Background: an optimization exercise with open tools, aiming at small area. Do not read the settings as production practice.
At most, simulation tests tie the RTL to the original design; equivalence was not proved.
No driver is modelled on the clock port, so clock power and skew are understated where the tree is cut down; a real chip needs a root buffer or a tree.
No activity file was given, so power comes from the tool's default toggle rates.

## before
==> module calculator, before the edit <==
module calculator(line, column, flag, out, first, second, third, clk_in, rst);
output [3:0] line;
input [3:0]column;
output flag;
output [4:0] out;
output logic [6:0] first;
output logic [6:0] second;
output logic [6:0] third;
input logic clk_in;
input logic rst;
logic [9:0] num;
logic [9:0] num_n;    
assign num = ~num_n;
logic [9:0] answ;
display_controller display(num, first, second, third);
localparam [1:0] FIRST_NUM = 2'd0, SECOND_NUM = 2'd1, EQUAL = 2'd2;
logic [1:0] state;
localparam [9:0] CPOL = 10'b0101010101;
logic [9:0] cnt_q;
wire [9:0] clk_counter = cnt_q ^ CPOL;
wire low_zero = ~|clk_counter[8:0];
logic tick;
assign tick = low_zero & ~clk_counter[9];
always @(posedge clk_in)
    if (rst)
        cnt_q <= 10'b1000010000 ^ CPOL;
    else
        cnt_q <= {clk_counter[8:0], clk_counter[9] ^ clk_counter[6] ^ low_zero} ^ CPOL;
logic key_pressed;
keyboard board(line, column, flag, out, clk_in, rst, tick, key_pressed);
wire [3:0] k = out[3:0];
wire is_plus = (k == 4'd3);
wire is_eq = (k == 4'd7);
wire is_digit = ~((k[0] & k[1]) | (~k[0] & k[2] & k[3]));
wire d0 = (~k[0] & ~k[2]) | (k[0] & k[2] & ~k[3]);
wire [1:0] ep;
assign ep[0] = k[1] | (k[0] & ~k[2]) | (~k[0] & k[3]);
assign ep[1] = (k[2] & ~k[3]) | (~k[2] & k[3]);
wire e4 = k[3] & ~k[2] & (k[0] | k[1]);
wire [9:0] add_a = is_eq ? answ : {num[7:0], ep};
wire add_c = ~is_eq & e4;
logic [9:0] sum;
always @* begin : adder
    reg c;
    integer n;
    c = add_c;
    for (n = 0; n < 10; n = n + 1) begin
        sum[n] = add_a[n] ^ num[n] ^ c;
        c = (add_a[n] & num[n]) | (c & (add_a[n] ^ num[n]));
    end
end
wire [9:0] num_d = {sum[8:0], d0};
wire upd = tick & key_pressed;
wire go_second = upd & (state == FIRST_NUM) & is_plus;    
wire go_equal = upd & (state == SECOND_NUM) & is_eq;      
wire go_first = upd & (state == EQUAL);                   
wire do_digit = upd & ~state[1] & is_digit;               
always @(posedge clk_in)
    if (rst | go_first)
        state <= FIRST_NUM;
    else if (go_second)
        state <= SECOND_NUM;
    else if (go_equal)
        state <= EQUAL;
wire num_en = rst | go_second | go_equal | go_first | do_digit;
wire [9:0] num_next = (rst | go_second | go_first) ? 10'd0 : go_equal ? sum : num_d;
always @(posedge clk_in)
    if (num_en)
        num_n <= ~num_next;
always @(posedge clk_in)
    if (tick && key_pressed && state == FIRST_NUM && is_plus)
        answ <= num;
endmodule
clock: 15.0 ns
lec_check: 0
abc_area: 1
cap_margin: 20
core_margin: 2
core_utilization: 40
gpl_timing_driven: 0
slew_margin: 20
standard.sh (not shown) runs the stock make flow with config.mk's settings and CLKGATE_MAP_FILE= SYNTH_SCRIPT=/design/flow/synth_recipe.tcl, a recipe that flattens the netlist after the stock synthesis.
==> flow/flow/run.sh <==
#!/bin/bash
# Own layout flow: the standard synthesis, then its combinational logic
# mapped again with stronger ABC scripts (the registers, their cells and
# names are kept as the standard synthesis made them), then the standard
# layout with the ports buffered by buf_1 cells and the clock sinks driven
# from one root clock buffer (flow/post_cts.tcl).
set -euo pipefail
W=$PWD
R=$W/orfs/results/$FLOW_PLATFORM/calculator/base
bash standard.sh $R/1_2_yosys.v > $W/std_synth.log 2>&1
cp $R/1_2_yosys.v $W/std_1_2_yosys.v
bash flow/resynth.sh $W/std_1_2_yosys.v $W/resynth_1_2_yosys.v > $W/resynth.log 2>&1
cp $W/resynth_1_2_yosys.v $R/1_2_yosys.v
CTS="-sink_clustering_enable -repair_clock_nets -dont_use_dummy_load $(cat flow/cts_args.txt)"
bash standard.sh finish "BUFFER_PORTS_ARGS=-buffer_cell sky130_fd_sc_hd__buf_1" "CTS_ARGS=$CTS" "POST_CTS_TCL=$W/flow/post_cts.tcl" > $W/finish.log 2>&1
Other scripts of this flow, unchanged in this note and not shown: flow/flow/cts_args.txt, flow/flow/post_cts.tcl, flow/flow/resynth.sh
Input-level comparison between after and before:
--- a/flow/design.v
+++ b/flow/design.v
@@ -90,23 +90,19 @@
 input logic clk_in;
 input logic rst;
 logic [9:0] num;
-logic [9:0] num_n;    
-assign num = ~num_n;
 logic [9:0] answ;
 display_controller display(num, first, second, third);
 localparam [1:0] FIRST_NUM = 2'd0, SECOND_NUM = 2'd1, EQUAL = 2'd2;
 logic [1:0] state;
-localparam [9:0] CPOL = 10'b0101010101;
-logic [9:0] cnt_q;
-wire [9:0] clk_counter = cnt_q ^ CPOL;
+logic [9:0] clk_counter;
 wire low_zero = ~|clk_counter[8:0];
 logic tick;
 assign tick = low_zero & ~clk_counter[9];
 always @(posedge clk_in)
     if (rst)
-        cnt_q <= 10'b1000010000 ^ CPOL;
+        clk_counter <= 10'b1000010000;
     else
-        cnt_q <= {clk_counter[8:0], clk_counter[9] ^ clk_counter[6] ^ low_zero} ^ CPOL;
+        clk_counter <= {clk_counter[8:0], clk_counter[9] ^ clk_counter[6] ^ low_zero};
 logic key_pressed;
 keyboard board(line, column, flag, out, clk_in, rst, tick, key_pressed);
 wire [3:0] k = out[3:0];
@@ -147,7 +143,7 @@
 wire [9:0] num_next = (rst | go_second | go_first) ? 10'd0 : go_equal ? sum : num_d;
 always @(posedge clk_in)
     if (num_en)
-        num_n <= ~num_next;
+        num <= num_next;
 always @(posedge clk_in)
     if (tick && key_pressed && state == FIRST_NUM && is_plus)
         answ <= num;
Notes after the runs:
Final worst-path cycle share: after > before
Changes observed in after relative to before: sum of internal, switching and leakage power went up 20%, power dissipated by switching net loads increased by 0.047 mW relative to the old numbers, layout filler cell count higher, cell depth of the worst min-delay path now larger.
Synthesized area per cell: after vs before up 0.089 µm²
Synthesized cell count (lower): after
The maximum vdd drop reported for after is greater than that of before by 42%.
From before to after, diode insertion count for antenna repair did not move at all.
Function not checked in before: the RTL went through the layout flow alone. No run of this note takes its clock network from TritonCTS; it comes from the design's own scripts or RTL.

port drivers added, routing unchanged:
The results above use ideal ports. As a check the final layouts listed here were re-extracted and re-timed, cells and wires unchanged. Step 1 assumes that a clkbuf_16 drives the clock port and a buf_2 every other input. Step 2 moves the port delays by t, midway between the first and last clock arrival at a register: inputs arrive t later, outputs are due t later. That takes back most of the time a late clock gives input paths. Slacks: no drivers / after step 1 / after step 2; pairs: no drivers / after step 1.
| run | t (ns) | setup WS [ns] | worst setup path after step 2 | worst register clock-pin slew, ns |
|---|---|---|---|---|
| before | 0.186 | 5.601 / 5.559 / 5.745 | register to output | 0.09 / 0.09 |
| after | 0.185 | 5.572 / 5.531 / 5.716 | register to output | 0.09 / 0.09 |
After both steps setup and hold are still met in every run listed.
